This design comes from an exercise in tuning for small area and a short achievable clock period on the open sky130 flow, not from production work.
At most, simulation tests tie the RTL to the original design; equivalence was not proved.

the reference run:
==> module fp32_aligner, before the edit <==
module fp32_aligner (
    input  wire        sign,
    input  wire        hidden,
    input  wire [22:0] mantissa,
    input  wire [7:0]  diff,         
    output wire [31:0] aligned
);
    wire [31:0] ext = {hidden, mantissa, 8'b0};
    wire big = |diff[7:5];
    wire [31:0] s1 = diff[0] ? {1'b0,  ext[31:1]}  : ext;
    wire [31:0] s2 = diff[1] ? {2'b0,  s1[31:2]}   : s1;
    wire [31:0] s3 = diff[2] ? {4'b0,  s2[31:4]}   : s2;
    wire [31:0] s4 = diff[3] ? {8'b0,  s3[31:8]}   : s3;
    wire sticky = (diff[3] & |s3[7:1]) | (diff[4] & |s4[15:0]) | (big & (hidden | |mantissa));
    wire [31:0] s4x = s4 ^ {32{sign}};
    wire hi_out = big | diff[4];
    wire [31:0] s5;
    assign s5[31:16] = hi_out ? {16{sign}} : s4x[31:16];
    assign s5[15:0] = big ? {16{sign}} : (diff[4] ? s4x[31:16] : s4x[15:0]);
    assign aligned = {s5[31:1], sticky ? ~sign : s5[0]};
endmodule
Settings: LEC_CHECK=0, ABC_AREA=1, CAP_MARGIN=20, CORE_MARGIN=2, CORE_UTILIZATION=40, SLEW_MARGIN=20; clock period 64.0 ns.
standard.sh (not shown) runs the stock make flow with config.mk's settings and CLKGATE_MAP_FILE= SYNTH_SCRIPT=/design/flow/synth_recipe.tcl, a recipe that flattens the netlist after the stock synthesis.
==> flow/flow/run.sh <==
#!/bin/bash
# Layout flow: ORFS, with two changes to its synthesis script and a setup
# margin for timing repair.
#  - synthesis: Yosys's generic synth step runs without its quick ABC pass, so
#    the full adders written in the RTL reach extract_fa as written (no
#    inverters around them); the final ABC mapping uses flow/abc.script.
#  - layout: standard steps; repair_timing aims at SETUP_SLACK_MARGIN; the
#    port buffers are the platform's smallest buffer.
# Each tool's output goes to ORFS's own logs (orfs/logs/...); make's output to flow.log.
set -euo pipefail
HERE=$(pwd)
FL=$HERE/flow
source $FL/params.sh
sed -e 's#^source \$::env(SCRIPTS_DIR)/synth_preamble.tcl#&\nset abc_args [lreplace $abc_args 1 1 '"$FL"'/abc.script]#' \
    -e 's#synth -top \$::env(DESIGN_NAME) -run fine: {\*}\$synth_full_args#& -noabc#' \
    $FLOW_HOME/scripts/synth.tcl > $HERE/my_synth.tcl
grep -q -- '-noabc' $HERE/my_synth.tcl
grep -q 'abc.script\]' $HERE/my_synth.tcl
sed -e "s#source \$::env(SCRIPTS_DIR)/synth.tcl#source $HERE/my_synth.tcl#" synth_recipe.tcl > my_synth_recipe.tcl
grep -q my_synth.tcl my_synth_recipe.tcl
sed -e "s#SYNTH_SCRIPT=[^ ]*#SYNTH_SCRIPT=$HERE/my_synth_recipe.tcl#" standard.sh > my_standard.sh
grep -q my_synth_recipe.tcl my_standard.sh
export SETUP_SLACK_MARGIN=$MARGIN
# every port still gets a buffer, the smallest one
export BUFFER_PORTS_ARGS="${PORTBUF:--buffer_cell sky130_fd_sc_hd__buf_1}"
bash my_standard.sh finish > flow.log 2>&1
==> flow/flow/abc.script <==
strash
dch
map -B 0.9
topo
mfs
strash
dch
map -B 0.9
topo
mfs
strash
dch
map -B 0.9
topo
stime -c
==> flow/flow/params.sh <==
MARGIN=43

Changes in the trial run relative to the reference run:
diff --git a/flow/design.v b/flow/design.v
--- a/flow/design.v
+++ b/flow/design.v
@@ -286,11 +286,8 @@
     wire [31:0] s3 = diff[2] ? {4'b0,  s2[31:4]}   : s2;
     wire [31:0] s4 = diff[3] ? {8'b0,  s3[31:8]}   : s3;
+    wire [31:0] s5 = diff[4] ? {16'b0, s4[31:16]}  : s4;
     wire sticky = (diff[3] & |s3[7:1]) | (diff[4] & |s4[15:0]) | (big & (hidden | |mantissa));
-    wire [31:0] s4x = s4 ^ {32{sign}};
-    wire hi_out = big | diff[4];
-    wire [31:0] s5;
-    assign s5[31:16] = hi_out ? {16{sign}} : s4x[31:16];
-    assign s5[15:0] = big ? {16{sign}} : (diff[4] ? s4x[31:16] : s4x[15:0]);
-    assign aligned = {s5[31:1], sticky ? ~sign : s5[0]};
+    wire [31:0] sh = big ? 32'b0 : s5;
+    assign aligned = {sh[31:1], sh[0] | sticky} ^ {32{sign}};
 endmodule
 module wallace_tree_8_inputs (
Status: period utilization parity (the trial run, the reference run). [compare] base=the reference run new=the trial run: routed wire length up about 0.6%; compound-gate portion of the synthesized area down 1.9 points; initial detailed-routing violation count up 268. From the trial run to the reference run, count of max-cap constraint violations did not move at all. Summary of the trial run over the reference run: area enclosed by the die boundary now smaller; post-synthesis to final-layout area growth +0.88 points. Against the reference run, the trial run reports a fraction of standard cell area in multi-input logic that is lower.
The RTL of the reference run was laid out without a check of its function.

-- separate check: timing with driven ports --
The flow's constraints put no driver on any port. The routed layouts listed below were extracted and timed again, unchanged, in two steps. Step 1 assumes that a clkbuf_16 drives the clock port and a buf_2 every other input. Step 2 also shifts input and output timing later by t, the mid clock arrival at the registers, as if the neighbouring blocks saw the same clock. Three values: no drivers, after step 1, after step 2; two values: the first two.
run | shift t [ns] | slack for setup (ns) | slew at the worst register clock pin (ns)
the reference run | 0.419 | 43.156 / 43.170 / 42.751 | 0.08 / 0.08
the trial run | 0.429 | 43.121 / 43.143 / 42.714 | 0.09 / 0.09
After both steps every run listed still meets setup and hold. For the trial run, which loses most, drivers alone change the setup slack by +0.022 ns; drivers and shift together by -0.407 ns.
